Source: an optimization exercise on an open RTL-to-GDS flow (aim: small area). Production flows keep margins and buffers that such runs may drop. RTL that was checked went through simulation tests only; none was proved equivalent to the original. Only the layout flow was run in runs 2 to 5; the RTL was not checked for function there. Power figures rest on the tool's default switching activity, not on a simulated workload.

==> flow/run.sh <==
#!/bin/bash
# synth_recipe.tcl (not shown) runs the flow's synth.tcl, then flattens the netlist and writes it again
# the make line also repeats each setting of config.mk as NAME=value (left out here)
make -C /OpenROAD-flow-scripts/flow DESIGN_CONFIG=/design/flow/config.mk WORK_HOME=/design/flow/orfs CLKGATE_MAP_FILE= SYNTH_SCRIPT=/design/flow/synth_recipe.tcl finish
==> flow/design.v <==
module uart_rx (
   input        i_Clock,
   input        i_Reset,
   input        i_Rx_Serial,
   output       o_Cmd,       
   output       o_Pop,       
   output       o_Hold,      
   output       o_Wr_Win,    
   output [7:0] o_Lane       
   );
  localparam s_IDLE  = 3'b000;
  localparam s_CMD   = 3'b001;   
  localparam s_CLEAN = 3'b010;   
  localparam s_START = 3'b100;
  localparam s_DATA  = 3'b101;
  localparam s_STOP  = 3'b110;
  reg       r_Rx_Data_R;
  reg       r_Rx_Data;
  reg [2:0] r_SM;
  reg [6:0] r_Cnt;
  reg [2:0] r_Idx;
  reg       r_Hold;
  reg       r_Miss;
  wire w_Busy  = r_SM[2];
  wire w_Data  = (r_SM == s_DATA);
  wire w_Half  = r_Cnt[5] & r_Cnt[3] & r_Cnt[1] & r_Cnt[0];    
  wire w_Full  = r_Cnt[6] & r_Cnt[4] & r_Cnt[2] & r_Cnt[1];    
  wire w_Start = (r_SM == s_START);
  wire w_End   = w_Start ? w_Half : w_Full;
  wire w_Samp  = w_Data & w_Full;
  wire [7:0] c_Cmd = 8'h5C;
  wire w_Exp = c_Cmd[r_Idx];
  always @(posedge i_Clock)
    begin
      if (i_Reset)
        begin
          r_Rx_Data_R <= 1'b1;
          r_Rx_Data   <= 1'b1;
        end
      else
        begin
          r_Rx_Data_R <= i_Rx_Serial;
          r_Rx_Data   <= r_Rx_Data_R;
        end
    end
  always @(posedge i_Clock)
    begin
      if (!w_Busy || w_End)
        r_Cnt <= 0;
      else
        r_Cnt <= r_Cnt + 1;
      if (w_Samp)
        begin
          r_Hold <= r_Rx_Data;
          r_Miss <= ((r_Idx != 0) & r_Miss) | (r_Rx_Data ^ w_Exp);
        end
    end
  always @(posedge i_Clock)
    begin
      if (i_Reset)
        begin
          r_SM  <= s_IDLE;
          r_Idx <= 0;
        end
      else
        begin
          if (w_Samp)
            r_Idx <= r_Idx + 1;
          case (r_SM)
            s_START :
              if (w_Half)
                r_SM <= r_Rx_Data ? s_IDLE : s_DATA;
            s_DATA :
              if (w_Full && r_Idx == 7)
                r_SM <= s_STOP;
            s_STOP :
              if (w_Full)
                r_SM <= s_CLEAN;
            s_CLEAN :
              r_SM <= s_CMD;
            default :
              r_SM <= r_Rx_Data ? s_IDLE : s_START;
          endcase
        end
    end
  assign o_Cmd    = (r_SM == s_CMD);
  assign o_Pop    = !r_Miss;
  assign o_Hold   = r_Hold;
  assign o_Wr_Win = (r_Cnt[6:5] == 2'b00) &
                    ((w_Data & (r_Idx != 0)) | (r_SM == s_STOP));
  genvar g;
  generate
    for (g = 0; g < 8; g = g + 1)
      begin : lane
        assign o_Lane[g] = (r_Idx == ((g + 1) % 8));
      end
  endgenerate
endmodule
module uart_tx (
   input        i_Clock,
   input        i_Reset,
   input        i_Tx_DV,
   input        i_Zero,      
   input        i_Hit,       
   input        i_Bit,       
   output [2:0] o_Lane,
   output       o_Tx_Active,
   output reg   o_Tx_Serial,
   output       o_Tx_Done
   );
  localparam s_IDLE  = 3'b000;
  localparam s_IDLED = 3'b001;   
  localparam s_CLEAN = 3'b011;
  localparam s_START = 3'b100;
  localparam s_DATA  = 3'b101;
  localparam s_STOP  = 3'b110;
  reg [2:0] r_SM;
  reg [6:0] r_Cnt;
  reg [2:0] r_Idx;    
  reg       r_Next;
  reg       r_Zero;
  wire w_Busy  = r_SM[2];
  wire w_Idle  = ~r_SM[2] & ~r_SM[1];
  wire w_Data  = (r_SM == s_DATA);
  wire w_Full  = r_Cnt[6] & r_Cnt[4] & r_Cnt[2] & r_Cnt[1];    
  wire w_Fetch = (r_SM == s_START || w_Data) && (r_Cnt[6:5] == 2'b01) && i_Hit;
  always @(posedge i_Clock)
    begin
      if (!w_Busy || w_Full)
        r_Cnt <= 0;
      else
        r_Cnt <= r_Cnt + 1;
      if (w_Fetch)
        r_Next <= i_Bit;
      if (w_Idle)
        r_Zero <= i_Zero;
    end
  always @(posedge i_Clock)
    begin
      if (i_Reset)
        begin
          r_SM        <= s_IDLE;
          r_Idx       <= 0;
          o_Tx_Serial <= 1'b1;
        end
      else
        begin
          if (w_Full && (r_SM == s_START || (w_Data && r_Idx != 0)))
            r_Idx <= r_Idx + 1;
          if (r_SM == s_START)
            o_Tx_Serial <= 1'b0;
          else if (w_Data)
            begin
              if (r_Cnt == 0)
                o_Tx_Serial <= r_Next & ~r_Zero;
            end
          else
            o_Tx_Serial <= 1'b1;
          case (r_SM)
            s_START :
              if (w_Full)
                r_SM <= s_DATA;
            s_DATA :
              if (w_Full && r_Idx == 0)
                r_SM <= s_STOP;
            s_STOP :
              if (w_Full)
                r_SM <= s_CLEAN;
            s_CLEAN :
              r_SM <= s_IDLED;
            default :
              r_SM <= i_Tx_DV ? s_START : s_IDLE;
          endcase
        end
    end
  assign o_Lane      = r_Idx;
  assign o_Tx_Active = r_SM[2];
  assign o_Tx_Done   = ~r_SM[2] & r_SM[0];
endmodule
module synq_fifo (
    input        clk,
    input        rst,
    input        wr_en,      
    input        rd_en,      
    input        lane_wr,    
    input  [7:0] lane_sel,
    input        lane_bit,
    input  [2:0] rd_lane,    
    output       rd_hit,     
    output       rd_bit,
    output       f_empty,
    output       f_full
    );
    reg [7:0] r_Ring [0:31];
    reg [4:0] a_pos, b_pos;
    reg       r_full;
    wire w_eq   = (a_pos == b_pos);
    wire w_pop  = rd_en & ~f_empty;
    wire w_push = wr_en & ~r_full;
    wire w_wr   = lane_wr & (b_pos == 5'd0) & ~r_full;
    integer i;
    always @(posedge clk)
    begin
        for (i = 0; i < 31; i = i + 1)
            r_Ring[i] <= r_Ring[i+1];
        r_Ring[31] <= (w_wr ? lane_sel : 8'h00) & {8{lane_bit}} |
                      (w_wr ? ~lane_sel : 8'hFF) & r_Ring[0];
    end
    always @(posedge clk)
    begin
        if (rst)
        begin
            a_pos  <= 0;
            b_pos  <= 0;
            r_full <= 0;
        end
        else
        begin
            if (!w_pop)
                a_pos <= a_pos - 1;
            if (!w_push)
                b_pos <= b_pos - 1;
            if (w_pop)
                r_full <= 0;
            else if (w_push)
                r_full <= (a_pos == b_pos + 5'd1);
        end
    end
    assign rd_hit  = (a_pos == 5'd1);
    assign rd_bit  = r_Ring[0][rd_lane];
    assign f_empty = w_eq & ~r_full;
    assign f_full  = r_full;
endmodule
module control_logic(
    input  i_Clock,
    input  i_Reset,
    input  i_Cmd,
    input  i_Pop,
    input  i_Empty,
    output o_wr_en,
    output o_rd_en,
    output o_Tx_DV,
    output o_Tx_Zero
    );
    reg r_Tx_DV;
    reg r_Zero;
    always @(posedge i_Clock)
    begin
        if (i_Reset)
            r_Tx_DV <= 1'b0;
        else
            r_Tx_DV <= i_Cmd & i_Pop;
        r_Zero <= i_Empty;
    end
    assign o_wr_en   = i_Cmd & ~i_Pop;
    assign o_rd_en   = i_Cmd & i_Pop;
    assign o_Tx_DV   = r_Tx_DV;
    assign o_Tx_Zero = r_Zero;
endmodule
module top(
    input Clock,
    input Reset,
    input Rx_Serial,
    output f_full,
    output f_empty,
    output Tx_Active,
    output Tx_Serial,
    output Tx_Done
    );
    wire       cmd, pop, hold, wr_win, rd, wr, tx_dv, tx_zero, hit, rbit;
    wire [7:0] lane;
    wire [2:0] tx_lane;
uart_rx uart_rx_inst(
   .i_Clock(Clock),
   .i_Reset(Reset),
   .i_Rx_Serial(Rx_Serial),
   .o_Cmd(cmd),
   .o_Pop(pop),
   .o_Hold(hold),
   .o_Wr_Win(wr_win),
   .o_Lane(lane)
   );
control_logic control_logic_inst(
    .i_Clock(Clock),
    .i_Reset(Reset),
    .i_Cmd(cmd),
    .i_Pop(pop),
    .i_Empty(f_empty),
    .o_wr_en(wr),
    .o_rd_en(rd),
    .o_Tx_DV(tx_dv),
    .o_Tx_Zero(tx_zero)
    );
synq_fifo synq_fifo_inst(
    .clk(Clock),
    .rst(Reset),
    .wr_en(wr),
    .rd_en(rd),
    .lane_wr(wr_win),
    .lane_sel(lane),
    .lane_bit(hold),
    .rd_lane(tx_lane),
    .rd_hit(hit),
    .rd_bit(rbit),
    .f_empty(f_empty),
    .f_full(f_full)
    );
uart_tx uart_tx_inst(
   .i_Clock(Clock),
   .i_Reset(Reset),
   .i_Tx_DV(tx_dv),
   .i_Zero(tx_zero),
   .i_Hit(hit),
   .i_Bit(rbit),
   .o_Lane(tx_lane),
   .o_Tx_Active(Tx_Active),
   .o_Tx_Serial(Tx_Serial),
   .o_Tx_Done(Tx_Done)
   );
endmodule
==> flow/constraint.sdc <==
create_clock -name core_clock -period 10.0 [get_ports {Clock}]
set_input_delay 2.0000 -clock core_clock [delete_from_list [all_inputs] [get_ports {Clock}]]
set_output_delay 2.0000 -clock core_clock [all_outputs]
set_load 0.01 [all_outputs]
==> flow/config.mk <==
export PLATFORM = sky130hd
export DESIGN_NAME = top
export DESIGN_NICKNAME = top
export VERILOG_FILES = /design/flow/design.v
export SDC_FILE = /design/flow/constraint.sdc
export NUM_CORES = 4
export LEC_CHECK = 0
export CAP_MARGIN = 20
export CORE_MARGIN = 2
export CORE_UTILIZATION = 40
export SLEW_MARGIN = 20
==> results.txt, run 1 <==
worst vdd rail ir drop=roughly 0.16 mV; setup repair after global routing missed its margin=no; Initial Util=41.0%; status=no timing/DRC/antenna violations; CTS max path bufs=3; kind of cell adding the most delay to the critical path=buffers and inverters; worst hold path cell count=0; detailed-route DRC error count=0; largest net degree at the start of global routing=33; net count after synthesis=approximately 550; overall via count from detail_route=3621; number of resized instances in the post-cts repair step=0; remaining global-route overflow=0; CP Data Required Time=approximately 8 ns; number of instances in the synthesized netlist=between 500 and 600; hold wc startpoint=synq_fifo_inst.r_Ring[9][1]; setup fix buffers added after clock tree synthesis=0; end point of the worst hold path=synq_fifo_inst.r_Ring[8][1]; synth unique cells=45; pwr dens=260 nW/um^2; floorplan die height=143 um; number of I/O port buffers=7; Area Overhead vs Synth=15.8%; total number of nets in the final design=580; final design utilization=about 47%; reg-to-reg slack, setup=about 8.0 ns; Pre-antenna DRT Iters=4; type of destination of the critical path=primary output; leading cell types in the layout, fill and taps excluded=dfxtp_1 (298), nor2_1 (38), clkbuf_16 (29), xnor2_1 (17); number of flip-flops and latches in the synthesized netlist=around 300; maximum capacitance violations=0; detailed placement HPWL=~5700 um; # hold bufs at CTS=0; Avg Synthesized Cell Area=~14 um^2; All-Layer GR Usage=between 10% and 20%; commonest non-fill, non-tap cell in the layout=dfxtp_1; Total Die Area=roughly 20000 um^2; wire length of the first global-routing pass=around 17000 um; count of pins on the block boundary=8; clock edge transition at the registers on the reported setup and hold paths=0.06 ns; Clock Latency Late Sink=between 0.5 and 0.6 ns; diode count=0; number of global-route vias before repair=around 3700; core area=about 19000 um^2; master cell of the clock root buffer=clkbuf_16; synthesized area=approximately 7700 um^2; YS warnings=5; proportion of layout cells with a drive suffix above 1=10.7%; Slowest cell on crit path=clkdlybuf4s50_1; CP Cell Sequence=xnor2_1, nand4_1, nor3_1, clkdlybuf4s50_1; maximum clock frequency=roughly 230 MHz; fraction of the yosys area taken by sequential cells=between 70 and 80%; Relative slew margins=between 40% and 50%; Slowest Stage Delay on Critical Path=~0.6 ns; shortest clock period the worst path allows after layout=4.31 ns; Worst Tran Pin Value=0.877 ns; last weighted congestion value of the routability-driven placer=roughly 0.77; number of antenna violations at the first check in global routing=0; count of H-tree levels built during CTS=1; Critical Path Start Type=flip-flop; setup_tns=0 ns; cell leakage power=3.52 nW; Final Max Tran Viols=0; CTS tree=built; Crit path arrival time=about 2.3 ns; clock sinks=between 300 and 400; total of endpoints with negative setup slack in the final report=0; routed wirelength normalized by instance count=about 12 um; synth top area cells=dfxtp_1 (78%), ha_1 (2.6%), xnor2_1 (1.9%); std cell rows=50; destination of the worst register-to-register timing path=synq_fifo_inst.r_Ring[31][3]; Critical R2R Launch=synq_fifo_inst.r_full; largest fanout on the critical path=7; number of buffer and inverter stages on the critical path=1; area share of the largest cell type after synthesis=just under 80%; cell accounting for the most synthesized area=dfxtp_1; die width=about 140 um; class of the most critical setup path=reg2out; final hold viol count=0; Tightest Hold Check Type=reg2reg; number of nets with antenna violations after detailed routing=0; wirelength, routed=9930 um; post-route fraction of the period consumed by the critical path=a little over two fifths; drt first-iter violations=170; Inserted Clock Buffers=27; setup clock skew after layout=0.0115 ns; detail-routed via count per cell=around 4.4; cell count of the worst reg-to-reg path=4
[metrics by stage]
step	worst slack, ns	power [mW]	std cells	instance area [um^2]	hold slack, ns
floorplan	6.86	1.31	535	7690	0.310
global placement	6.28	1.32	766	8000	0.312
detailed placement	6.23	1.32	766	8000	0.312
CTS	5.68	2.35	814	8920	0.318
global route	5.57	2.41	814	8910	0.329
finish	5.69	2.31	814	8910	0.318
[cell usage after synthesis]
cell type / instances
a2111oi_0: 2
a211oi_1: 3
a21boi_0: 1
a21o_1: 1
a21oi_1: 6
a31oi_1: 2
a41oi_1: 1
and2b_2: 2
and3_1: 5
and4_1: 2
and4b_1: 1
buf_1: 1
buf_6: 2
clkbuf_1: 6
clkbuf_2: 1
dfxtp_1: 298
edfxtp_1: 4
ha_1: 16
inv_1: 16
mux2_1: 7
mux2_2: 7
mux2i_1: 3
mux4_2: 2
nand2_1: 10
nand2b_1: 1
nand3_1: 16
nand3b_1: 2
nand4_1: 10
nor2_1: 38
nor2b_1: 10
nor3_1: 6
nor3b_1: 3
nor4_4: 1
nor4b_1: 1
nor4bb_1: 1
o211ai_1: 1
o21ai_0: 8
o311a_1: 2
o311ai_1: 1
or2_2: 3
or2b_1: 1
or4_4: 1
or4b_2: 2
xnor2_1: 17
xor2_1: 11
[logic make-up (layout without fill, tap and decap cells)]
group | count (synthesis) | count (layout) | share of synthesized area (%)
compound gates | 28 | 28 | 2.37
xor+xnor | 28 | 28 | 3.19
mux | 19 | 19 | 3.02
flops | 302 | 302 | 79.1
buf+inv | 26 | 71 | 1.48
fa+ha+maj | 16 | 16 | 2.60
simple gates | 116 | 116 | 8.23
[routing by layer]
metal / vias up / track usage, % / share of wire, %
li1: 1814 / - / -
met1: 1717 / 14.5 / 51
met2: 58 / 14.8 / 41
met3: 32 / 2.82 / 3.9
met4: 0 / 4.43 / 3.9
met5: - / 0 / 0
[power breakdown]
| part | switching (mW) | internal [mW] | leakage [nW] |
|---|---|---|---|
| Combinational | 0.0314 | 0.0315 | 0.632 |
| Clock | 0.405 | 0.616 | 0.448 |
| Sequential | 0.0142 | 1.22 | 2.44 |
| Total | 0.450 | 1.86 | 3.52 |
[how the worst max path moves through the flow]
| stage | to | cells past startpoint | startpoint |
|---|---|---|---|
| 6_report | f_empty | 4 | synq_fifo_inst.b_pos[2] |
| 5_1_grt | f_empty | 4 | synq_fifo_inst.b_pos[2] |
| 4_1_cts | f_empty | 4 | synq_fifo_inst.b_pos[2] |
| 3_5_place_dp | synq_fifo_inst.a_pos[3] | 3 | Reset |
| 3_3_place_gp | synq_fifo_inst.a_pos[4] | 3 | Reset |
| 2_1_floorplan | f_empty | 4 | synq_fifo_inst.b_pos[2] |
[flip-flops by register name (all words and copies together) (netlist names), 3 cells and up]
register,cells
uart_tx_inst.r_Idx,3
uart_rx_inst.r_Cnt,7
synq_fifo_inst.a_pos,5
uart_rx_inst.r_SM,3
uart_tx_inst.r_Cnt,7
uart_tx_inst.r_SM,3
synq_fifo_inst.r_Ring,256
uart_rx_inst.r_Idx,3
synq_fifo_inst.b_pos,5
[final cells by class]
type | count | area (um^2)
well taps | 234 | 293
multi-input cells | 207 | 1490
clock buffers | 39 | 813
fillers | 1637 | 9860
flip-flops and latches | 302 | 6090
clock inverters | 9 | 101
inverters | 16 | 60.1
repair buffers | 7 | 65.1
==> run 2, diff against run 1 <==
--- a/flow/design.v
+++ b/flow/design.v
@@ -99,8 +99,8 @@
 module uart_tx (
    input        i_Clock,
    input        i_Reset,
-   input        i_Tx_DV,
-   input        i_Zero,      
+   input        i_Rd,        
+   input        i_Empty,     
    input        i_Hit,       
    input        i_Bit,       
    output [2:0] o_Lane,
@@ -110,20 +110,23 @@
    );
   localparam s_IDLE  = 3'b000;
   localparam s_IDLED = 3'b001;   
-  localparam s_CLEAN = 3'b011;
-  localparam s_START = 3'b100;
+  localparam s_CLEAN = 3'b010;
+  localparam s_PRED  = 3'b011;
+  localparam s_PRE   = 3'b100;
   localparam s_DATA  = 3'b101;
-  localparam s_STOP  = 3'b110;
+  localparam s_START = 3'b110;
+  localparam s_STOP  = 3'b111;
   reg [2:0] r_SM;
   reg [6:0] r_Cnt;
   reg [2:0] r_Idx;    
   reg       r_Next;
   reg       r_Zero;
-  wire w_Busy  = r_SM[2];
-  wire w_Idle  = ~r_SM[2] & ~r_SM[1];
+  wire w_Busy  = r_SM[2] & (r_SM[1] | r_SM[0]);
+  wire w_Ready = ~r_SM[2] & ~(r_SM[1] & r_SM[0]);
   wire w_Data  = (r_SM == s_DATA);
+  wire w_Start = (r_SM == s_START);
   wire w_Full  = r_Cnt[6] & r_Cnt[4] & r_Cnt[2] & r_Cnt[1];    
-  wire w_Fetch = (r_SM == s_START || w_Data) && (r_Cnt[6:5] == 2'b01) && i_Hit;
+  wire w_Fetch = (w_Start | w_Data) & (r_Cnt[6:5] == 2'b01) & i_Hit;
   always @(posedge i_Clock)
     begin
       if (!w_Busy || w_Full)
@@ -132,8 +135,8 @@
         r_Cnt <= r_Cnt + 1;
       if (w_Fetch)
         r_Next <= i_Bit;
-      if (w_Idle)
-        r_Zero <= i_Zero;
+      if (w_Ready & i_Rd)
+        r_Zero <= i_Empty;
     end
   always @(posedge i_Clock)
     begin
@@ -145,9 +148,9 @@
         end
       else
         begin
-          if (w_Full && (r_SM == s_START || (w_Data && r_Idx != 0)))
+          if (w_Full && (w_Start || (w_Data && r_Idx != 0)))
             r_Idx <= r_Idx + 1;
-          if (r_SM == s_START)
+          if (w_Start)
             o_Tx_Serial <= 1'b0;
           else if (w_Data)
             begin
@@ -157,6 +160,12 @@
           else
             o_Tx_Serial <= 1'b1;
           case (r_SM)
+            s_IDLE, s_IDLED :
+              r_SM <= i_Rd ? s_PRE : s_IDLE;
+            s_CLEAN :
+              r_SM <= i_Rd ? s_PRED : s_IDLED;
+            s_PRE, s_PRED :
+              r_SM <= s_START;
             s_START :
               if (w_Full)
                 r_SM <= s_DATA;
@@ -166,16 +175,12 @@
             s_STOP :
               if (w_Full)
                 r_SM <= s_CLEAN;
-            s_CLEAN :
-              r_SM <= s_IDLED;
-            default :
-              r_SM <= i_Tx_DV ? s_START : s_IDLE;
           endcase
         end
     end
   assign o_Lane      = r_Idx;
-  assign o_Tx_Active = r_SM[2];
-  assign o_Tx_Done   = ~r_SM[2] & r_SM[0];
+  assign o_Tx_Active = w_Busy;
+  assign o_Tx_Done   = ~r_SM[2] & (r_SM[1] | r_SM[0]);
 endmodule
 module synq_fifo (
     input        clk,
@@ -193,11 +198,11 @@
     );
     reg [7:0] r_Ring [0:31];
     reg [4:0] a_pos, b_pos;
-    reg       r_full;
+    reg       r_last_push;    
     wire w_eq   = (a_pos == b_pos);
     wire w_pop  = rd_en & ~f_empty;
-    wire w_push = wr_en & ~r_full;
-    wire w_wr   = lane_wr & (b_pos == 5'd0) & ~r_full;
+    wire w_push = wr_en & ~f_full;
+    wire w_wr   = lane_wr & (b_pos == 5'd0) & ~f_full;
     integer i;
     always @(posedge clk)
     begin
@@ -212,7 +217,7 @@
         begin
             a_pos  <= 0;
             b_pos  <= 0;
-            r_full <= 0;
+            r_last_push <= 0;
         end
         else
         begin
@@ -221,41 +226,24 @@
             if (!w_push)
                 b_pos <= b_pos - 1;
             if (w_pop)
-                r_full <= 0;
+                r_last_push <= 0;
             else if (w_push)
-                r_full <= (a_pos == b_pos + 5'd1);
+                r_last_push <= 1;
         end
     end
     assign rd_hit  = (a_pos == 5'd1);
     assign rd_bit  = r_Ring[0][rd_lane];
-    assign f_empty = w_eq & ~r_full;
-    assign f_full  = r_full;
+    assign f_empty = w_eq & ~r_last_push;
+    assign f_full  = w_eq & r_last_push;
 endmodule
 module control_logic(
-    input  i_Clock,
-    input  i_Reset,
     input  i_Cmd,
     input  i_Pop,
-    input  i_Empty,
     output o_wr_en,
-    output o_rd_en,
-    output o_Tx_DV,
-    output o_Tx_Zero
+    output o_rd_en
     );
-    reg r_Tx_DV;
-    reg r_Zero;
-    always @(posedge i_Clock)
-    begin
-        if (i_Reset)
-            r_Tx_DV <= 1'b0;
-        else
-            r_Tx_DV <= i_Cmd & i_Pop;
-        r_Zero <= i_Empty;
-    end
-    assign o_wr_en   = i_Cmd & ~i_Pop;
-    assign o_rd_en   = i_Cmd & i_Pop;
-    assign o_Tx_DV   = r_Tx_DV;
-    assign o_Tx_Zero = r_Zero;
+    assign o_wr_en = i_Cmd & ~i_Pop;
+    assign o_rd_en = i_Cmd & i_Pop;
 endmodule
 module top(
     input Clock,
@@ -267,7 +255,7 @@
     output Tx_Serial,
     output Tx_Done
     );
-    wire       cmd, pop, hold, wr_win, rd, wr, tx_dv, tx_zero, hit, rbit;
+    wire       cmd, pop, hold, wr_win, rd, wr, hit, rbit;
     wire [7:0] lane;
     wire [2:0] tx_lane;
 uart_rx uart_rx_inst(
@@ -281,15 +269,10 @@
    .o_Lane(lane)
    );
 control_logic control_logic_inst(
-    .i_Clock(Clock),
-    .i_Reset(Reset),
     .i_Cmd(cmd),
     .i_Pop(pop),
-    .i_Empty(f_empty),
     .o_wr_en(wr),
-    .o_rd_en(rd),
-    .o_Tx_DV(tx_dv),
-    .o_Tx_Zero(tx_zero)
+    .o_rd_en(rd)
     );
 synq_fifo synq_fifo_inst(
     .clk(Clock),
@@ -308,8 +291,8 @@
 uart_tx uart_tx_inst(
    .i_Clock(Clock),
    .i_Reset(Reset),
-   .i_Tx_DV(tx_dv),
-   .i_Zero(tx_zero),
+   .i_Rd(rd),
+   .i_Empty(f_empty),
    .i_Hit(hit),
    .i_Bit(rbit),
    .o_Lane(tx_lane),
--- a/flow/config.mk
+++ b/flow/config.mk
@@ -7,5 +7,8 @@
 export LEC_CHECK = 0
 export CAP_MARGIN = 20
 export CORE_MARGIN = 2
-export CORE_UTILIZATION = 40
+export CORE_UTILIZATION = 60
+export CTS_BUF_LIST = sky130_fd_sc_hd__clkbuf_8
+export CTS_CLUSTER_DIAMETER = 50
+export CTS_CLUSTER_SIZE = 15
 export SLEW_MARGIN = 20
==> results.txt, run 2 <==
std cell rows=41 (-18%); Area Overhead vs Synth=8.72%; Tightest Hold Check Type=reg2reg; Worst Tran Pin Value=0.781 ns (-0.0961 ns); combinational share of power=2.1% (-0.6 points); setup fix buffers added after clock tree synthesis=0 (unchanged); worst-case hold slack=0.326 ns (+0.00822 ns); # hold bufs at CTS=0 (unchanged); wire length of the first global-routing pass=15100 um (-13%); worst vdd rail ir drop=0.190 mV (+20%); last weighted congestion value of the routability-driven placer=0.769 (+0.26%); setup clock skew after layout=0.0112 ns (-0.000335 ns); cell area after placement=7810 um^2 (-2.4%); Inserted Clock Buffers=25 (-7.4%); proportion of layout cells with a drive suffix above 1=8.98% (-1.7 points); CP Data Required Time=8.00 ns (about the same); largest fanout on the critical path=5 (-2); Relative slew margins=47.1% (+6.5 points); master cell of the clock root buffer=clkbuf_8; die width=116 um (-19%); EDFF count, synth=4 (unchanged); net count after synthesis=545 (-1.6%); Final Max Tran Viols=0 (unchanged); drt first-iter violations=175 (+2.9%); Sw Share=20.0% (+0.59 points); number of instances in the synthesized netlist=527 (-1.5%); leading cell types in the layout, fill and taps excluded=dfxtp_1 (296), nor2_1 (43), clkbuf_8 (25), inv_1 (18), ha_1 (15); cell accounting for the most synthesized area=dfxtp_1; remaining global-route overflow=0 (unchanged); detail-routed via count per cell=4.71 (+5.8%); count of H-tree levels built during CTS=1 (unchanged); clock edge transition at the registers on the reported setup and hold paths=0.08 ns (+0.02 ns); detailed-route DRC error count=0 (unchanged); top post-synthesis cells by count=dfxtp_1 (296), nor2_1 (43), inv_1 (17); Initial Util=60.7% (+20 points); Crit path arrival time=2.21 ns (-0.10 ns); overall via count from detail_route=3432 (-5.2%); status=no timing/DRC/antenna violations; Async SR Flop Fraction=0% (unchanged); total of endpoints with negative setup slack in the final report=0 (unchanged); number of nets with antenna violations after detailed routing=0 (unchanged); Simple-Gate Fraction of Synth Area=7.89% (-0.34 points); diode count=0 (unchanged); shortest clock period the worst path allows after layout=4.21 ns (-0.0960 ns); share of power burned in the clock network=32.4% (-12 points); number of antenna violations at the first check in global routing=0 (unchanged); final hold viol count=0 (unchanged); synthesized area=7560 um^2 (-1.7%); largest net degree at the start of global routing=33 (unchanged); maximum capacitance violations=0 (unchanged); number of flip-flops and latches in the synthesized netlist=300 (-0.66%); post-route fraction of the period consumed by the critical path=42.1% (-0.96 points); multiplexer share of the synthesized area=2.20% (-0.82 points); Pre-antenna DRT Iters=6 (+2); Net Sw Power=0.371 mW (-18%); detailed placement HPWL=5190 um (-9.5%); most common flop cell mapped by yosys=dfxtp_1; All-Layer GR Usage=13.7% (+3.5 points); dominant combinational cell family by area after synthesis=simple AND/OR/NAND/NOR gates; Clock Latency Late Sink=0.52 ns (about the same); wirelength, routed=8880 um (-11%); maximum clock frequency=238 MHz (+2.3%); number of resized instances in the post-cts repair step=0 (unchanged); Critical Path Start Type=flip-flop; CTS max path bufs=3 (unchanged); fraction of the mapped netlist area in compound gates=3.57% (+1.2 points); type of destination of the critical path=primary output; clock sinks=300 (-0.66%); YS warnings=4 (-1); total number of nets in the final design=570 (-1.7%); commonest non-fill, non-tap cell in the layout=dfxtp_1; most used standard cell by instance count after synthesis=dfxtp_1; setup_tns=0 ns (unchanged); Avg Synthesized Cell Area=14.4 um^2 (-0.20%); setup repair after global routing missed its margin=no; fraction of the yosys area taken by sequential cells=79.9% (+0.83 points); register with the most flip-flops=synq_fifo_inst.r_Ring; sequential power share=65.5% (+12 points); Finished Cell Area=8220 um^2 (-7.7%); synth top area cells=dfxtp_1 (78%), ha_1 (2.5%), nor2_1 (2.1%); floorplan die height=116 um (-19%); number of global-route vias before repair=3283 (-11%); cell leakage power=3.19 nW (-9.5%); count of pins on the block boundary=8 (unchanged); class of the most critical setup path=reg2out; core area=12500 um^2 (-34%); Synth Area in XOR/XNOR=2.53% (-0.66 points); routed wirelength normalized by instance count=12.2 um (-0.13%); Regs by FF count=synq_fifo_inst.r_Ring (256), uart_rx_inst.r_Cnt (7), uart_tx_inst.r_Cnt (7); adder-cell share of the synthesized area=2.48% (-0.12 points); number of I/O port buffers=7 (unchanged); Largest register FFs=256 (unchanged); CTS tree=built; area share of the largest cell type after synthesis=78.3% (+0.80 points); pwr dens=225 nW/um^2 (-13%); design internal power=1.48 mW (-21%); synth unique cells=50 (+11%); Total Die Area=13500 um^2 (-34%)
## run 2: cell count changes in the layout (fill, tap and decap cells not counted), sizes merged, moves of 3 or more
cell	change
nor2	+5
xor2	-3
clkbuf	-14
nand4	-6
xnor2	-4
a31o	+4
and2	+3
a211oi	+3
mux2	-5
clkinv	-3
nor2b	-6
nand2b	+10
## run 2: final cells by class
class / instances / area [um^2]
Multi-Input combinational cell: 201 / 1410
Fill cell: 916 / 4240
Tap cell: 172 / 215
Sequential cell: 300 / 6050
Clock inverter: 7 / 76.3
Clock buffer: 25 / 344
Timing Repair Buffer: 7 / 65.1
Inverter: 17 / 63.8
## run 2: metal layers
| layer | share of wire, % | GRT usage (%) |
|---|---|---|
| met5 | 0 | 0 |
| met4 | 2.6 | 5.48 |
| met3 | 2.7 | 3.01 |
| met2 | 41 | 20.0 |
| met1 | 54 | 20.1 |
## run 2: critical path, stage by stage, from the launching register on
cell and delay [ns]:
dfxtp_1 0.44, xnor2_1 0.17, nand4_1 0.15, nor3_1 0.32
clkdlybuf4s50_1 0.61
## run 2: power groups by stage
stage	combinational (mW)	sequential, mW	clock (mW)
after global routing	0.0428	1.21	0.676
final	0.0383	1.21	0.600
after floorplan	0.0313	1.24	0
after global placement	0.0373	1.24	0
after CTS	0.0386	1.21	0.627
after detailed placement	0.0384	1.24	0
## run 2: worst paths after layout
| path | start | endpoint | slack (ns) | depth (start not counted) |
|---|---|---|---|---|
| max | synq_fifo_inst.a_pos[0] | f_empty | 5.79 | 4 |
| min | synq_fifo_inst.r_Ring[1][6] | synq_fifo_inst.r_Ring[0][6] | 0.33 | 0 |
| max reg2reg | uart_rx_inst.r_Idx[0] | synq_fifo_inst.r_Ring[31][3] | 8.05 | 7 |
| min reg2reg | synq_fifo_inst.r_Ring[1][6] | synq_fifo_inst.r_Ring[0][6] | 0.33 | 0 |
## run 2: cell families after synthesis
logic type	Yosys count
flip-flops	300
XOR/XNOR	21
buffers and inverters	26
AND/OR/NAND/NOR	114
AO/OA/AOI/OAI	38
adder cells (fa/ha/maj)	15
multiplexers	13
## run 2: through the flow
stage	utilization, %	worst slack, ns	cells	total power, mW
6_report	66.0	5.79	729	1.85
5_1_grt	66.0	5.65	729	1.93
3_5_place_dp	62.6	6.19	697	1.28
2_1_floorplan	-	6.96	527	1.27
3_3_place_gp	62.6	6.24	697	1.28
4_1_cts	66.0	5.76	729	1.88
==> run 3, diff against run 2 <==
--- a/flow/config.mk
+++ b/flow/config.mk
@@ -8,7 +8,7 @@
 export CAP_MARGIN = 20
 export CORE_MARGIN = 2
 export CORE_UTILIZATION = 60
-export CTS_BUF_LIST = sky130_fd_sc_hd__clkbuf_8
-export CTS_CLUSTER_DIAMETER = 50
-export CTS_CLUSTER_SIZE = 15
+export CTS_BUF_LIST = sky130_fd_sc_hd__clkbuf_4
+export CTS_CLUSTER_DIAMETER = 30
+export CTS_CLUSTER_SIZE = 8
 export SLEW_MARGIN = 20
==> results.txt, run 3 <==
Initial Util=60.7% (unchanged); number of nets with antenna violations after detailed routing=0 (unchanged); detail-routed via count per cell=4.71 (about the same); synth unique cells=50 (unchanged); type of destination of the critical path=primary output; net count after synthesis=545 (unchanged); setup clock skew after layout=0.0174 ns (+0.00620 ns); top post-synthesis cells by count=dfxtp_1 (296), nor2_1 (43), inv_1 (17); total number of nets in the final design=593 (+4.0%); Final Max Tran Viols=0 (unchanged); YS warnings=4 (unchanged); Inserted Clock Buffers=48 (+92%); remaining global-route overflow=0 (unchanged); post-route fraction of the period consumed by the critical path=42.9% (+0.77 points); number of instances in the synthesized netlist=527 (unchanged); most common flop cell mapped by yosys=dfxtp_1; CP Cell Sequence=xnor2_1, nand4_1, nor3_1, clkdlybuf4s50_1; Area Overhead vs Synth=10.1%; number of I/O port buffers=7 (unchanged); register with the most flip-flops=synq_fifo_inst.r_Ring; detailed-route DRC error count=0 (unchanged); overall via count from detail_route=3577 (+4.2%); Worst Tran Pin Value=0.787 ns (+0.00662 ns); Avg Synthesized Cell Area=14.4 um^2 (unchanged); number of antenna violations at the first check in global routing=0 (unchanged); CTS tree=built; count of pins on the block boundary=8 (unchanged); synth top area cells=dfxtp_1 (78%), ha_1 (2.5%), nor2_1 (2.1%); clock edge transition at the registers on the reported setup and hold paths=0.08 ns (about the same); Slowest cell on crit path=clkdlybuf4s50_1; setup fix buffers added after clock tree synthesis=0 (unchanged); drt first-iter violations=175 (unchanged); number of resized instances in the post-cts repair step=0 (unchanged); EDFF count, synth=4 (unchanged); status=no timing/DRC/antenna violations; kind of cell adding the most delay to the critical path=buffers and inverters; Crit path arrival time=2.29 ns (+0.08 ns); setup_tns=0 ns (unchanged); area taken by multi-input logic gates=1410 um^2 (unchanged); last weighted congestion value of the routability-driven placer=0.769 (unchanged); cell accounting for the most synthesized area=dfxtp_1; routed wirelength normalized by instance count=12.0 um (-1.6%); number of filler instances in the final layout=917 (+0.11%); area share of the largest cell type after synthesis=78.3% (unchanged); number of buffer and inverter stages on the critical path=1 (unchanged); pwr dens=233 nW/um^2 (+3.4%); wire length of the first global-routing pass=15600 um (+3.6%); floorplan die height=116 um (unchanged); most used standard cell by instance count after synthesis=dfxtp_1; wirelength, routed=9110 um (+2.6%); Regs by FF count=synq_fifo_inst.r_Ring (256), uart_rx_inst.r_Cnt (7), uart_tx_inst.r_Cnt (7); maximum capacitance violations=0 (unchanged); leading cell types in the layout, fill and taps excluded=dfxtp_1 (296), clkbuf_4 (50), nor2_1 (43), inv_1 (17), ha_1 (15); number of global-route vias before repair=3494 (+6.4%); total power=1.94 mW (+4.7%); number of flip-flops and latches in the synthesized netlist=300 (unchanged); maximum clock frequency=233 MHz (-1.8%); Clock Latency Late Sink=0.61 ns (+0.09 ns); Largest register FFs=256 (unchanged); std cell rows=41 (unchanged); cell leakage power=3.28 nW (+3.0%); Tightest Hold Check Type=reg2reg; Slowest Stage Delay on Critical Path=0.60 ns (about the same); class of the most critical setup path=reg2out; diode count=0 (unchanged); worst vdd rail ir drop=0.151 mV (-20%); CP Data Required Time=8.00 ns (about the same); area taken by flip-flops and latches=6050 um^2 (unchanged); Pre-antenna DRT Iters=4 (-2); synthesized area=7560 um^2 (unchanged); count of H-tree levels built during CTS=2 (+1); worst-case hold slack=0.320 ns (-0.00606 ns); commonest non-fill, non-tap cell in the layout=dfxtp_1; clock sinks=300 (unchanged); fraction of the yosys area taken by sequential cells=79.9% (unchanged); master cell of the clock root buffer=clkbuf_4; All-Layer GR Usage=14.5% (+0.77 points); die width=116 um (unchanged); largest fanout on the critical path=5 (unchanged); Critical Path Start Type=flip-flop; proportion of layout cells with a drive suffix above 1=13.8% (+4.8 points); # hold bufs at CTS=0 (unchanged); largest net degree at the start of global routing=33 (unchanged); CTS max path bufs=3 (unchanged); shortest clock period the worst path allows after layout=4.29 ns (+0.0774 ns); Async SR Flop Fraction=0% (unchanged); total of endpoints with negative setup slack in the final report=0 (unchanged); Total Die Area=13500 um^2 (unchanged); Relative slew margins=46.7% (-0.45 points); setup repair after global routing missed its margin=no; detailed placement HPWL=5190 um (unchanged); core area=12500 um^2 (unchanged); final hold viol count=0 (unchanged)
==> run 3: cell counts after synthesis <==
Identical to the previous run, type by type.
==> run 3: per-layer routing <==
| layer | global-route usage, % | up-vias | share of wire, % |
|---|---|---|---|
| met5 | 0 | - | 0 |
| met4 | 7.30 | 0 | 2.2 |
| met3 | 5.03 | 21 | 4.5 |
| met2 | 20.2 | 59 | 40 |
| met1 | 20.1 | 1661 | 53 |
| li1 | - | 1836 | - |
==> run 3: metrics by stage <==
| stage | util (%) | std cells | instance area, um^2 | setup WS [ns] |
|---|---|---|---|---|
| CTS | 66.8 | 760 | 8330 | 5.65 |
| detailed placement | 62.6 | 697 | 7810 | 6.19 |
| global placement | 62.6 | 697 | 7810 | 6.24 |
| global route | 66.8 | 760 | 8320 | 5.55 |
| finish | 66.8 | 760 | 8320 | 5.71 |
| floorplan | - | 527 | 7560 | 6.96 |
==> run 3: final timing paths <==
| kind | start | end | slack, ns | depth (start not counted) |
|---|---|---|---|---|
| worst max-delay path | synq_fifo_inst.a_pos[0] | f_empty | 5.71 | 4 |
| worst min-delay path | synq_fifo_inst.r_Ring[15][2] | synq_fifo_inst.r_Ring[14][2] | 0.32 | 0 |
| worst max register to register | uart_rx_inst.r_Idx[0] | synq_fifo_inst.r_Ring[31][3] | 8.06 | 7 |
| worst min register to register | synq_fifo_inst.r_Ring[15][2] | synq_fifo_inst.r_Ring[14][2] | 0.32 | 0 |
==> run 3: worst reg2reg max path: stages (launching register included) <==
cell and delay (ns):
dfxtp_1 0.42, inv_1 0.10, ha_1 0.22, nand2b_1 0.14, a21oi_1 0.12, a211oi_4 0.32
nand3_1 0.14, mux2_1 0.35
==> run 3: final cells by class <==
type	count	area share, %
Timing Repair Buffer	7	0.782
Inverter	17	0.767
Clock inverter	13	1.76
Sequential cell	300	72.6
Multi-Input combinational cell	201	17.0
Tap cell	172	2.59
Clock buffer	50	4.51
==> run 3: kinds of logic after synthesis <==
logic type                 after synthesis  synth area share (%)
buffers and inverters                   26                  1.39
adders and majority gates               15                  2.48
DFF                                    300                  79.9
muxes                                   13                  2.20
and+or+nand+nor                        114                  7.89
AOI/OAI and AO/OA                       38                  3.57
xor gates and xnor gates                21                  2.53
==> run 3: power breakdown <==
| part | internal, mW | total [mW] | switching, mW |
|---|---|---|---|
| combinational | 0.0187 | 0.0383 | 0.0196 |
| sequential | 1.20 | 1.21 | 0.0101 |
| clock | 0.319 | 0.688 | 0.369 |
| total | 1.54 | 1.94 | 0.398 |
==> run 4, diff against run 3 <==
--- a/flow/design.v
+++ b/flow/design.v
@@ -8,13 +8,14 @@
    output       o_Wr_Win,    
    output [7:0] o_Lane       
    );
-  localparam s_IDLE  = 3'b000;
-  localparam s_CMD   = 3'b001;   
-  localparam s_CLEAN = 3'b010;   
-  localparam s_START = 3'b100;
-  localparam s_DATA  = 3'b101;
-  localparam s_STOP  = 3'b110;
-  reg       r_Rx_Data_R;
+  localparam s_IDLE   = 3'b000;
+  localparam s_CMD2   = 3'b001;   
+  localparam s_CLEAN  = 3'b010;   
+  localparam s_CMD1   = 3'b011;   
+  localparam s_START  = 3'b100;
+  localparam s_STARTC = 3'b101;   
+  localparam s_STOP   = 3'b110;
+  localparam s_DATA   = 3'b111;
   reg       r_Rx_Data;
   reg [2:0] r_SM;
   reg [6:0] r_Cnt;
@@ -22,10 +23,10 @@
   reg       r_Hold;
   reg       r_Miss;
   wire w_Busy  = r_SM[2];
+  wire w_Start = r_SM[2] & ~r_SM[1];
   wire w_Data  = (r_SM == s_DATA);
   wire w_Half  = r_Cnt[5] & r_Cnt[3] & r_Cnt[1] & r_Cnt[0];    
   wire w_Full  = r_Cnt[6] & r_Cnt[4] & r_Cnt[2] & r_Cnt[1];    
-  wire w_Start = (r_SM == s_START);
   wire w_End   = w_Start ? w_Half : w_Full;
   wire w_Samp  = w_Data & w_Full;
   wire [7:0] c_Cmd = 8'h5C;
@@ -33,15 +34,9 @@
   always @(posedge i_Clock)
     begin
       if (i_Reset)
-        begin
-          r_Rx_Data_R <= 1'b1;
-          r_Rx_Data   <= 1'b1;
-        end
+        r_Rx_Data <= 1'b1;
       else
-        begin
-          r_Rx_Data_R <= i_Rx_Serial;
-          r_Rx_Data   <= r_Rx_Data_R;
-        end
+        r_Rx_Data <= i_Rx_Serial;
     end
   always @(posedge i_Clock)
     begin
@@ -67,9 +62,11 @@
           if (w_Samp)
             r_Idx <= r_Idx + 1;
           case (r_SM)
-            s_START :
+            s_START, s_STARTC :
               if (w_Half)
                 r_SM <= r_Rx_Data ? s_IDLE : s_DATA;
+              else
+                r_SM <= s_START;
             s_DATA :
               if (w_Full && r_Idx == 7)
                 r_SM <= s_STOP;
@@ -77,13 +74,15 @@
               if (w_Full)
                 r_SM <= s_CLEAN;
             s_CLEAN :
-              r_SM <= s_CMD;
+              r_SM <= s_CMD1;
+            s_CMD1 :
+              r_SM <= r_Rx_Data ? s_CMD2 : s_STARTC;
             default :
               r_SM <= r_Rx_Data ? s_IDLE : s_START;
           endcase
         end
     end
-  assign o_Cmd    = (r_SM == s_CMD);
+  assign o_Cmd    = r_SM[0] & ~r_SM[1];
   assign o_Pop    = !r_Miss;
   assign o_Hold   = r_Hold;
   assign o_Wr_Win = (r_Cnt[6:5] == 2'b00) &
==> flow/config.mk (replaced) <==
export PLATFORM = sky130hd
export DESIGN_NAME = top
export DESIGN_NICKNAME = top
export VERILOG_FILES = /design/flow/design.v
export SDC_FILE = /design/flow/constraint.sdc
export NUM_CORES = 4
export LEC_CHECK = 0
export CAP_MARGIN = 20
export CORE_MARGIN = 2
export CORE_UTILIZATION = 70
export CTS_BUF_LIST = sky130_fd_sc_hd__clkbuf_8
export CTS_CLUSTER_DIAMETER = 40
export CTS_CLUSTER_SIZE = 25
export PLACE_DENSITY = 0.85
export SLEW_MARGIN = 20
==> results.txt, run 4 <==
status=no timing/DRC/antenna violations; Area Overhead vs Synth=10.0% (about the same); Finished Cell Area=8430 um^2 (+1.2%); remaining global-route overflow=0 (unchanged); net count after synthesis=564 (+3.5%); overall via count from detail_route=3655 (+2.2%); Net Sw Power=0.472 mW (+19%); setup fix buffers added after clock tree synthesis=0 (unchanged); Relative slew margins=58.7% (+12 points); Slowest Stage Delay on Critical Path=0.60 ns (about the same); largest fanout on the critical path=18 (+13); Final Max Tran Viols=0 (unchanged); All-Layer GR Usage=19.2% (+4.7 points); sequential power share=61.1% (-1.5 points); synthesized area=7660 um^2 (+1.2%); Synth Area in XOR/XNOR=1.94% (-0.59 points); register with the most flip-flops=synq_fifo_inst.r_Ring; area share of the largest cell type after synthesis=77.1% (-1.2 points); detailed-route DRC error count=0 (unchanged); Clock Latency Late Sink=0.54 ns (-0.07 ns); drt first-iter violations=243 (+39%); YS warnings=4 (unchanged); multiplexer share of the synthesized area=3.51% (+1.3 points); largest net degree at the start of global routing=36 (+9.1%); number of global-route vias before repair=3562 (+1.9%); clock edge transition at the registers on the reported setup and hold paths=0.09 ns (about the same); floorplan die height=109 um (-6.6%); final hold viol count=0 (unchanged); wirelength, routed=10700 um (+17%); adder-cell share of the synthesized area=2.45% (-0.030 points); clock sinks=299 (-0.33%); worst-case hold slack=0.321 ns (+0.000441 ns); setup clock skew after layout=0.0222 ns (+0.00482 ns); worst vdd rail ir drop=0.219 mV (+45%); synth top area cells=dfxtp_1 (77%), mux2_2 (2.5%), ha_1 (2.5%); final design utilization=78.4% (+12 points); count of H-tree levels built during CTS=1 (-1); maximum capacitance violations=0 (unchanged); Crit path arrival time=2.58 ns (+0.29 ns); synth unique cells=42 (-16%); number of instances in the synthesized netlist=546 (+3.6%); number of I/O port buffers=7 (unchanged); core area=10700 um^2 (-14%); number of resized instances in the post-cts repair step=0 (unchanged); Critical R2R Launch=synq_fifo_inst.b_pos[0]; maximum clock frequency=219 MHz (-6.3%); CP Data Required Time=8.00 ns (about the same); number of nets with antenna violations after detailed routing=0 (unchanged); # hold bufs at CTS=0 (unchanged); cell leakage power=3.29 nW (+0.22%); number of antenna violations at the first check in global routing=0 (unchanged); dominant combinational cell family by area after synthesis=simple AND/OR/NAND/NOR gates; setup_tns=0 ns (unchanged); Slowest cell on crit path=clkdlybuf4s50_1; fraction of the yosys area taken by sequential cells=78.7% (-1.2 points); std cell rows=38 (-7.3%); shortest clock period the worst path allows after layout=4.58 ns (+0.289 ns); design internal power=1.51 mW (-1.9%); fraction of the mapped netlist area in compound gates=3.94% (+0.36 points); Async SR Flop Fraction=0% (unchanged); share of power burned in the clock network=35.6% (about the same); die width=109 um (-6.6%); wire length of the first global-routing pass=17600 um (+13%); Sw Share=23.8% (+3.3 points); Largest register FFs=256 (unchanged); Worst Tran Pin Value=0.620 ns (-0.168 ns); Critical Path Start Type=flip-flop; Avg Synthesized Cell Area=14.0 um^2 (-2.3%); commonest non-fill, non-tap cell in the layout=dfxtp_1; Simple-Gate Fraction of Synth Area=8.14% (+0.25 points); detail-routed via count per cell=5.01 (+6.5%); class of the most critical setup path=reg2out; master cell of the clock root buffer=clkbuf_8; most used standard cell by instance count after synthesis=dfxtp_1; routed wirelength normalized by instance count=14.7 um (+22%); post-route fraction of the period consumed by the critical path=45.8% (+2.9 points); detailed placement HPWL=6820 um (+31%); combinational share of power=3.3% (+1.3 points); total of endpoints with negative setup slack in the final report=0 (unchanged); type of destination of the critical path=primary output; Inserted Clock Buffers=25 (-48%); Initial Util=71.3% (+11 points); CTS max path bufs=3 (unchanged); cell accounting for the most synthesized area=dfxtp_1; Total Die Area=11800 um^2 (-13%); last weighted congestion value of the routability-driven placer=0.812 (+5.6%); cell area after placement=7870 um^2 (+0.74%); hold wc startpoint=synq_fifo_inst.r_Ring[1][6]; leading cell types in the layout, fill and taps excluded=dfxtp_1 (295), nor2_1 (38), clkbuf_8 (26), inv_1 (20), nand2_1 (20); Regs by FF count=synq_fifo_inst.r_Ring (256), uart_rx_inst.r_Cnt (7), uart_tx_inst.r_Cnt (7); diode count=0 (unchanged); Pre-antenna DRT Iters=4 (unchanged); proportion of layout cells with a drive suffix above 1=11.7% (-2.1 points); number of flip-flops and latches in the synthesized netlist=299 (-0.33%); Tightest Hold Check Type=reg2reg; pwr dens=235 nW/um^2 (+1.0%); EDFF count, synth=4 (unchanged); Critical path origin=synq_fifo_inst.b_pos[3]; most common flop cell mapped by yosys=dfxtp_1; setup repair after global routing missed its margin=no; total number of nets in the final design=588 (-0.84%); CP Cell Sequence=xnor2_1, nand3_1, nor3_1, clkdlybuf4s50_1; top post-synthesis cells by count=dfxtp_1 (295), nor2_1 (38), nand2_1 (20); CTS tree=built; count of pins on the block boundary=8 (unchanged)
[run 4: layout make-up]
class,instances,area (um^2)
sequential,299,6030
fill,617,2320
multi-input combinational,220,1530
clock buffer,26,358
clock inverter,20,209
tap,140,175
timing repair buffer,7,65.1
inverter,17,63.8
[run 4: power groups by stage]
stage	clock network [mW]	registers, mW	logic (mW)
2_1_floorplan	0	1.24	0.0525
3_3_place_gp	0	1.24	0.0636
3_5_place_dp	0	1.24	0.0648
4_1_cts	0.721	1.21	0.0653
5_1_grt	0.771	1.21	0.0739
6_report	0.706	1.21	0.0652
[run 4: logic make-up after synthesis]
family	count (synthesis)
flops	299
simple gates	121
compound gates	45
buf+inv	27
mux	22
xor+xnor	17
fa+ha+maj	15
[run 4: worst paths after layout]
| path | cells after the start | slack (ns) | end |
|---|---|---|---|
| setup reg to reg | 6 | 7.79 | synq_fifo_inst.r_Ring[31][1] |
| setup / recovery | 4 | 5.42 | f_empty |
| hold reg to reg | 0 | 0.32 | synq_fifo_inst.r_Ring[0][6] |
| hold / removal | 0 | 0.32 | synq_fifo_inst.r_Ring[0][6] |
[run 4: critical path: cells and delay by family (launching register included)]
kind / cells / cell delay (ns)
AND/OR/NAND/NOR: 2 / 0.88
flip-flops: 1 / 0.42
buffers and inverters: 1 / 0.60
XOR/XNOR: 1 / 0.16
[run 4: metal layers]
layer,vias to the layer above,wire (um),track usage (%)
li1,1857,-,-
met5,-,0,0
met3,17,434,4.04
met1,1710,5170,27.4
met4,0,170,5.31
met2,71,4910,30.0
[run 4: per-stage QoR]
stage	power, mW	cells	setup slack, ns
global placement	1.30	683	6.06
finish	1.98	729	5.42
floorplan	1.29	546	6.73
global route	2.06	729	5.21
CTS	2.00	729	5.43
detailed placement	1.30	683	6.01
==> run 5, diff against run 4 <==
--- a/flow/config.mk
+++ b/flow/config.mk
@@ -9,7 +9,7 @@
 export CORE_MARGIN = 2
 export CORE_UTILIZATION = 70
 export CTS_BUF_LIST = sky130_fd_sc_hd__clkbuf_8
-export CTS_CLUSTER_DIAMETER = 40
-export CTS_CLUSTER_SIZE = 25
+export CTS_CLUSTER_DIAMETER = 50
+export CTS_CLUSTER_SIZE = 20
 export PLACE_DENSITY = 0.85
 export SLEW_MARGIN = 20
==> results.txt, run 5 <==
number of flip-flops and latches in the synthesized netlist=299 (unchanged); overall via count from detail_route=3652 (-0.082%); end point of the worst hold path=synq_fifo_inst.r_Ring[17][7]; EDFF count, synth=4 (unchanged); CP Data Required Time=8.00 ns (about the same); top post-synthesis cells by count=dfxtp_1 (295), nor2_1 (38), nand2_1 (20); Inserted Clock Buffers=19 (-24%); number of instances in the synthesized netlist=546 (unchanged); detailed-route DRC error count=0 (unchanged); Crit path arrival time=2.56 ns (-0.02 ns); std cell rows=38 (unchanged); setup fix buffers added after clock tree synthesis=0 (unchanged); worst vdd rail ir drop=0.179 mV (-18%); total of endpoints with negative setup slack in the final report=0 (unchanged); total power=1.82 mW (-8.3%); largest fanout on the critical path=18 (unchanged); Initial Util=71.3% (unchanged); number of filler instances in the final layout=638 (+3.4%); Worst Tran Pin Value=0.603 ns (-0.0168 ns); Largest register FFs=256 (unchanged); drt first-iter violations=233 (-4.1%); synth unique cells=42 (unchanged); number of placed instances, taps included=683 (unchanged); Final Max Tran Viols=0 (unchanged); proportion of layout cells with a drive suffix above 1=8.79% (-2.9 points); Total Die Area=11800 um^2 (unchanged); final hold viol count=0 (unchanged); cell count of the worst reg-to-reg path=6 (unchanged); number of global-route vias before repair=3587 (+0.70%); remaining global-route overflow=0 (unchanged); setup clock skew after layout=0.0121 ns (-0.0100 ns); fraction of the yosys area taken by sequential cells=78.7% (unchanged); Pre-antenna DRT Iters=4 (unchanged); Area Overhead vs Synth=6.96%; # hold bufs at CTS=0 (unchanged); number of resized instances in the post-cts repair step=0 (unchanged); most common flop cell mapped by yosys=dfxtp_1; count of H-tree levels built during CTS=1 (unchanged); master cell of the clock root buffer=clkbuf_8; area taken by flip-flops and latches=6030 um^2 (unchanged); clock edge transition at the registers on the reported setup and hold paths=0.11 ns (+0.02 ns); All-Layer GR Usage=19.4% (+0.19 points); clock sinks=299 (unchanged); pwr dens=222 nW/um^2 (-5.6%); YS warnings=4 (unchanged); worst hold path cell count=0 (unchanged); Tightest Hold Check Type=reg2reg; area taken by multi-input logic gates=1530 um^2 (unchanged); Critical R2R Launch=synq_fifo_inst.b_pos[0]; number of nets with antenna violations after detailed routing=0 (unchanged); wire length of the first global-routing pass=17700 um (+0.47%); number of antenna violations at the first check in global routing=0 (unchanged); die width=109 um (unchanged); number of I/O port buffers=7 (unchanged); detailed placement HPWL=6820 um (unchanged); Finished Cell Area=8190 um^2 (-2.8%); leading cell types in the layout, fill and taps excluded=dfxtp_1 (295), nor2_1 (38), nand2_1 (20), inv_1 (19), clkbuf_8 (19); type of destination of the critical path=primary output; routed wirelength normalized by instance count=15.4 um (+4.9%); destination of the worst register-to-register timing path=synq_fifo_inst.r_Ring[31][1]; CTS max path bufs=3 (unchanged); most used standard cell by instance count after synthesis=dfxtp_1; Finished Layout Cells=709 (-2.7%); synth top area cells=dfxtp_1 (77%), mux2_2 (2.5%), ha_1 (2.5%); count of pins on the block boundary=8 (unchanged); largest net degree at the start of global routing=36 (unchanged); hold wc startpoint=synq_fifo_inst.r_Ring[18][7]; cell accounting for the most synthesized area=dfxtp_1; Critical Path Start Type=flip-flop; cell area after placement=7870 um^2 (unchanged); Relative slew margins=59.7% (+1.0 points); class of the most critical setup path=reg2out; net count after synthesis=564 (unchanged); floorplan die height=109 um (unchanged); Regs by FF count=synq_fifo_inst.r_Ring (256), uart_rx_inst.r_Cnt (7), uart_tx_inst.r_Cnt (7); wirelength, routed=10900 um (+2.0%); total number of nets in the final design=582 (-1.0%); Slowest Stage Delay on Critical Path=0.60 ns (about the same); commonest non-fill, non-tap cell in the layout=dfxtp_1; setup_tns=0 ns (unchanged); maximum clock frequency=220 MHz (+0.47%); Slowest cell on crit path=clkdlybuf4s50_1; cell leakage power=3.17 nW (-3.8%); CP Cell Sequence=xnor2_1, nand3_1, nor3_1, clkdlybuf4s50_1; area share of the largest cell type after synthesis=77.1% (unchanged); last weighted congestion value of the routability-driven placer=0.812 (unchanged); reg-to-reg slack, setup=7.80 ns (about the same); Clock Latency Late Sink=0.51 ns (-0.03 ns); shortest clock period the worst path allows after layout=4.56 ns (-0.0213 ns); register with the most flip-flops=synq_fifo_inst.r_Ring; Async SR Flop Fraction=0% (unchanged); setup repair after global routing missed its margin=no; diode count=0 (unchanged); maximum capacitance violations=0 (unchanged); post-route fraction of the period consumed by the critical path=45.6% (-0.21 points); Avg Synthesized Cell Area=14.0 um^2 (unchanged); detail-routed via count per cell=5.15 (+2.7%); core area=10700 um^2 (unchanged); CTS tree=built; synthesized area=7660 um^2 (unchanged); status=no timing/DRC/antenna violations
[run 5: cell count changes in the layout (fill, tap and decap cells not counted)]
cell / before / now
clkbuf_8: 26 / 19
inv_12: 1 / 0
clkinv_2: 0 / 1
inv_6: 6 / 0
inv_1: 20 / 19
inv_8: 5 / 1
clkinv_8: 4 / 0
clkinvlp_4: 1 / 2
bufinv_16: 0 / 1
[run 5: report_power, final]
part | internal [mW] | switching [mW] | total, mW
Sequential | 1.20 | 0.0107 | 1.21
Clock | 0.206 | 0.335 | 0.542
Combinational | 0.0280 | 0.0370 | 0.0650
Total | 1.44 | 0.383 | 1.82
[run 5: cells by family (layout without fill, tap and decap cells)]
group,after synthesis,in the layout,synth area share [%]
buffers and inverters,27,50,1.32
AOI/OAI and AO/OA,45,45,3.94
and+or+nand+nor,121,121,8.14
adders and majority gates,15,15,2.45
DFF,299,299,78.7
muxes,22,22,3.51
xor gates and xnor gates,17,17,1.94
[run 5: layout make-up]
| class | instances | share of cell area (%) |
|---|---|---|
| flip-flops and latches | 299 | 73.6 |
| multi-input cells | 220 | 18.7 |
| clock buffers | 19 | 3.19 |
| well taps | 140 | 2.14 |
| clock inverters | 7 | 0.840 |
| repair buffers | 7 | 0.794 |
| inverters | 17 | 0.779 |
[run 5: worst max path at each step]
| stage | startpoint | endpoint | slack [ns] | depth (start not counted) |
|---|---|---|---|---|
| finish | synq_fifo_inst.b_pos[3] | f_empty | 5.44 | 4 |
| global route | synq_fifo_inst.a_pos[3] | f_empty | 5.22 | 4 |
| CTS | synq_fifo_inst.b_pos[3] | f_empty | 5.43 | 4 |
| detailed placement | synq_fifo_inst.b_pos[3] | f_empty | 6.01 | 4 |
| global placement | synq_fifo_inst.b_pos[3] | f_empty | 6.06 | 4 |
| floorplan | synq_fifo_inst.b_pos[3] | f_empty | 6.73 | 4 |
[run 5: worst max-delay path, delay by kind of cell (launching register included)]
kind                      cells  cell delay [ns]
and+or+nand+nor               2             0.88
buffers and inverters         1             0.60
DFF                           1             0.41
xor gates and xnor gates      1             0.15
[run 5: per-stage QoR]
stage	worst slack [ns]	hold WS (ns)	util, %
after global routing	5.22	0.336	76.2
after CTS	5.43	0.332	76.3
after global placement	6.06	0.311	73.2
after detailed placement	6.01	0.312	73.2
after floorplan	6.73	0.310	-
final	5.44	0.332	76.2
[run 5: metal layers]
layer	global-route usage, %	vias to the layer above	share of wire [%]
li1	-	1825	-
met1	26.7	1717	47
met2	31.6	87	47
met3	3.98	23	4.2
met4	5.13	0	1.7
met5	0	-	0
==> run 6, diff against run 5 <==
--- a/flow/design.v
+++ b/flow/design.v
@@ -31,6 +31,15 @@
   wire w_Samp  = w_Data & w_Full;
   wire [7:0] c_Cmd = 8'h5C;
   wire w_Exp = c_Cmd[r_Idx];
+  wire [7:0] w_Cry;
+  assign w_Cry[0] = 1'b1;
+  genvar c;
+  generate
+    for (c = 0; c < 7; c = c + 1)
+      begin : inc
+        assign w_Cry[c+1] = w_Cry[c] & r_Cnt[c];
+      end
+  endgenerate
   always @(posedge i_Clock)
     begin
       if (i_Reset)
@@ -40,10 +49,7 @@
     end
   always @(posedge i_Clock)
     begin
-      if (!w_Busy || w_End)
-        r_Cnt <= 0;
-      else
-        r_Cnt <= r_Cnt + 1;
+      r_Cnt <= {7{w_Busy & ~w_End}} & (r_Cnt ^ w_Cry[6:0]);
       if (w_Samp)
         begin
           r_Hold <= r_Rx_Data;
@@ -126,12 +132,18 @@
   wire w_Start = (r_SM == s_START);
   wire w_Full  = r_Cnt[6] & r_Cnt[4] & r_Cnt[2] & r_Cnt[1];    
   wire w_Fetch = (w_Start | w_Data) & (r_Cnt[6:5] == 2'b01) & i_Hit;
+  wire [7:0] w_Cry;
+  assign w_Cry[0] = 1'b1;
+  genvar c;
+  generate
+    for (c = 0; c < 7; c = c + 1)
+      begin : inc
+        assign w_Cry[c+1] = w_Cry[c] & r_Cnt[c];
+      end
+  endgenerate
   always @(posedge i_Clock)
     begin
-      if (!w_Busy || w_Full)
-        r_Cnt <= 0;
-      else
-        r_Cnt <= r_Cnt + 1;
+      r_Cnt <= {7{w_Busy & ~w_Full}} & (r_Cnt ^ w_Cry[6:0]);
       if (w_Fetch)
         r_Next <= i_Bit;
       if (w_Ready & i_Rd)
@@ -202,6 +214,17 @@
     wire w_pop  = rd_en & ~f_empty;
     wire w_push = wr_en & ~f_full;
     wire w_wr   = lane_wr & (b_pos == 5'd0) & ~f_full;
+    wire [5:0] a_bor, b_bor;
+    assign a_bor[0] = ~w_pop;
+    assign b_bor[0] = ~w_push;
+    genvar g;
+    generate
+        for (g = 0; g < 5; g = g + 1)
+        begin : dec
+            assign a_bor[g+1] = a_bor[g] & ~a_pos[g];
+            assign b_bor[g+1] = b_bor[g] & ~b_pos[g];
+        end
+    endgenerate
     integer i;
     always @(posedge clk)
     begin
@@ -220,10 +243,8 @@
         end
         else
         begin
-            if (!w_pop)
-                a_pos <= a_pos - 1;
-            if (!w_push)
-                b_pos <= b_pos - 1;
+            a_pos <= a_pos ^ a_bor[4:0];
+            b_pos <= b_pos ^ b_bor[4:0];
             if (w_pop)
                 r_last_push <= 0;
             else if (w_push)
--- a/flow/config.mk
+++ b/flow/config.mk
@@ -8,8 +8,8 @@
 export CAP_MARGIN = 20
 export CORE_MARGIN = 2
 export CORE_UTILIZATION = 70
-export CTS_BUF_LIST = sky130_fd_sc_hd__clkbuf_8
-export CTS_CLUSTER_DIAMETER = 50
-export CTS_CLUSTER_SIZE = 20
+export CTS_BUF_LIST = sky130_fd_sc_hd__clkbuf_16
+export CTS_CLUSTER_DIAMETER = 60
+export CTS_CLUSTER_SIZE = 35
 export PLACE_DENSITY = 0.85
 export SLEW_MARGIN = 20
==> results.txt, run 6 <==
number of placed instances, taps included=644 (-5.7%); clock edge transition at the registers on the reported setup and hold paths=0.12 ns (about the same); number of filler instances in the final layout=589 (-7.7%); clock sinks=299 (unchanged); sequential power share=65.0% (-1.7 points); Async SR Flop Fraction=0% (unchanged); count of H-tree levels built during CTS=1 (unchanged); design internal power=1.47 mW (+2.7%); die width=107 um (-1.0%); type of destination of the critical path=primary output; Net Sw Power=0.389 mW (+1.7%); Finished Layout Cells=662 (-6.6%); synthesized area=7490 um^2 (-2.2%); Initial Util=72.2% (+0.99 points); Avg Synthesized Cell Area=14.7 um^2 (+4.5%); Regs by FF count=synq_fifo_inst.r_Ring (256), uart_rx_inst.r_Cnt (7), uart_tx_inst.r_Cnt (7); routed wirelength normalized by instance count=16.3 um (+5.9%); cell leakage power=3.24 nW (+2.3%); most common flop cell mapped by yosys=dfxtp_1; detailed-route DRC error count=0 (unchanged); number of flip-flops and latches in the synthesized netlist=299 (unchanged); synth unique cells=42 (unchanged); shortest clock period the worst path allows after layout=4.62 ns (+0.0684 ns); area taken by flip-flops and latches=6030 um^2 (unchanged); setup fix buffers added after clock tree synthesis=0 (unchanged); All-Layer GR Usage=19.6% (+0.24 points); wirelength, routed=10800 um (-1.1%); maximum capacitance violations=0 (unchanged); reg-to-reg slack, setup=7.38 ns (-0.42 ns); count of pins on the block boundary=8 (unchanged); Total Die Area=11500 um^2 (-2.1%); number of I/O port buffers=7 (unchanged); commonest non-fill, non-tap cell in the layout=dfxtp_1; smallest setup slack after layout=5.38 ns (-0.0684 ns); net count after synthesis=541 (-4.1%); drt first-iter violations=192 (-18%); number of nets with antenna violations after detailed routing=0 (unchanged); class of the most critical setup path=reg2out; number of resized instances in the post-cts repair step=0 (unchanged); floorplan die height=107 um (-1.0%); Critical path origin=synq_fifo_inst.b_pos[1]; CP Data Required Time=8.00 ns (about the same); leading cell types in the layout, fill and taps excluded=dfxtp_1 (295), ha_1 (27), inv_1 (26), nor2_1 (23); Area Overhead vs Synth=7.78%; Inserted Clock Buffers=13 (-6); proportion of layout cells with a drive suffix above 1=4.37% (-4.4 points); Relative slew margins=34.5% (-25 points); final hold viol count=0 (unchanged); total of endpoints with negative setup slack in the final report=0 (unchanged); Largest register FFs=256 (unchanged); status=no timing/DRC/antenna violations; largest fanout on the critical path=9 (-9); wire length of the first global-routing pass=17600 um (-0.63%); Clock Latency Late Sink=0.48 ns (-0.03 ns); setup repair after global routing missed its margin=no; Worst Tran Pin Value=0.979 ns (+0.377 ns); total number of nets in the final design=553 (-5.0%); detail-routed via count per cell=5.24 (+1.8%); overall via count from detail_route=3470 (-5.0%); Pre-antenna DRT Iters=4 (unchanged); remaining global-route overflow=0 (unchanged); fraction of the yosys area taken by sequential cells=80.4% (+1.7 points); setup clock skew after layout=0.0180 ns (+0.00588 ns); setup_tns=0 ns (unchanged); synth top area cells=dfxtp_1 (79%), ha_1 (4.5%), edfxtp_1 (1.6%); register with the most flip-flops=synq_fifo_inst.r_Ring; area share of the largest cell type after synthesis=78.8% (+1.7 points); master cell of the clock root buffer=clkbuf_16; maximum clock frequency=216 MHz (-1.5%); detailed placement HPWL=6660 um (-2.3%); CTS max path bufs=3 (unchanged)
run 6: cell types whose count changed after synthesis, moves of 4 or more:
| cell | previous run | this run |
|---|---|---|
| mux2_2 | 17 | 1 |
| o2111ai_1 | 5 | 1 |
| inv_1 | 17 | 25 |
| mux2_1 | 2 | 8 |
| and2_1 | 2 | 13 |
| clkbuf_1 | 9 | 5 |
| nand2_1 | 20 | 14 |
| xnor2_1 | 11 | 5 |
| nand3_1 | 13 | 4 |
| a311oi_1 | 0 | 8 |
| ha_1 | 15 | 27 |
| nor2b_1 | 11 | 6 |
| nor2_1 | 38 | 23 |
run 6: path summary, 6_finish.rpt:
check | to | cells after the start
worst min register to register | synq_fifo_inst.r_Ring[13][3] | 0
worst max-delay path | f_empty | 5
worst min-delay path | synq_fifo_inst.r_Ring[13][3] | 0
worst max register to register | synq_fifo_inst.b_pos[4] | 10
run 6: critical path, stage by stage, from the launching register on:
cell and delay [ns]:
dfxtp_1 0.43, inv_1 0.10, a221oi_2 0.65, nand2_1 0.23
nor2_1 0.19, clkdlybuf4s50_1 0.56
run 6: routing by layer:
layer	vias up	track usage, %	share of wire (%)
li1	1694	-	-
met1	1695	26.3	46
met2	55	33.0	48
met3	24	3.57	2.8
met4	2	5.77	2.7
met5	-	0	0.12
run 6: final cells by class:
cell class | instances | area share (%)
clock buffer | 13 | 4.03
multi-input combinational | 177 | 16.5
tap | 136 | 2.11
clock inverter | 5 | 0.759
sequential | 299 | 74.6
timing repair buffer | 7 | 0.868
inverter | 25 | 1.16
run 6: cell families (layout without fill, tap and decap cells):
group | after synthesis | in the layout | share of synthesized area, %
buffers and inverters | 35 | 50 | 1.84
AND/OR/NAND/NOR | 85 | 85 | 5.96
flip-flops | 299 | 299 | 80.4
adder cells (fa/ha/maj) | 27 | 27 | 4.51
multiplexers | 12 | 12 | 2.09
XOR/XNOR | 9 | 9 | 1.05
AO/OA/AOI/OAI | 44 | 44 | 4.12
run 6: power groups by stage:
stage          registers, mW  clock network, mW  logic (mW)
2_1_floorplan           1.24                  0      0.0382
3_3_place_gp            1.24                  0      0.0461
3_5_place_dp            1.24                  0      0.0500
4_1_cts                 1.21              0.611      0.0520
5_1_grt                 1.21              0.651      0.0584
6_report                1.21              0.599      0.0522
run 6: per-stage QoR:
| step | util [%] | area, um^2 | power, mW |
|---|---|---|---|
| 2_1_floorplan | - | 7490 | 1.27 |
| 3_3_place_gp | 74.1 | 7690 | 1.28 |
| 3_5_place_dp | 74.1 | 7690 | 1.29 |
| 4_1_cts | 77.9 | 8080 | 1.87 |
| 5_1_grt | 77.9 | 8080 | 1.92 |
| 6_report | 77.9 | 8080 | 1.86 |

Check on run 6: ideal ports give 5.377 ns setup slack; a clkbuf_16 on the clock port and buf_2 on the inputs give 5.337 ns; moving port delays by the midpoint clock arrival (0.507 ns) as well gives 5.844 ns.
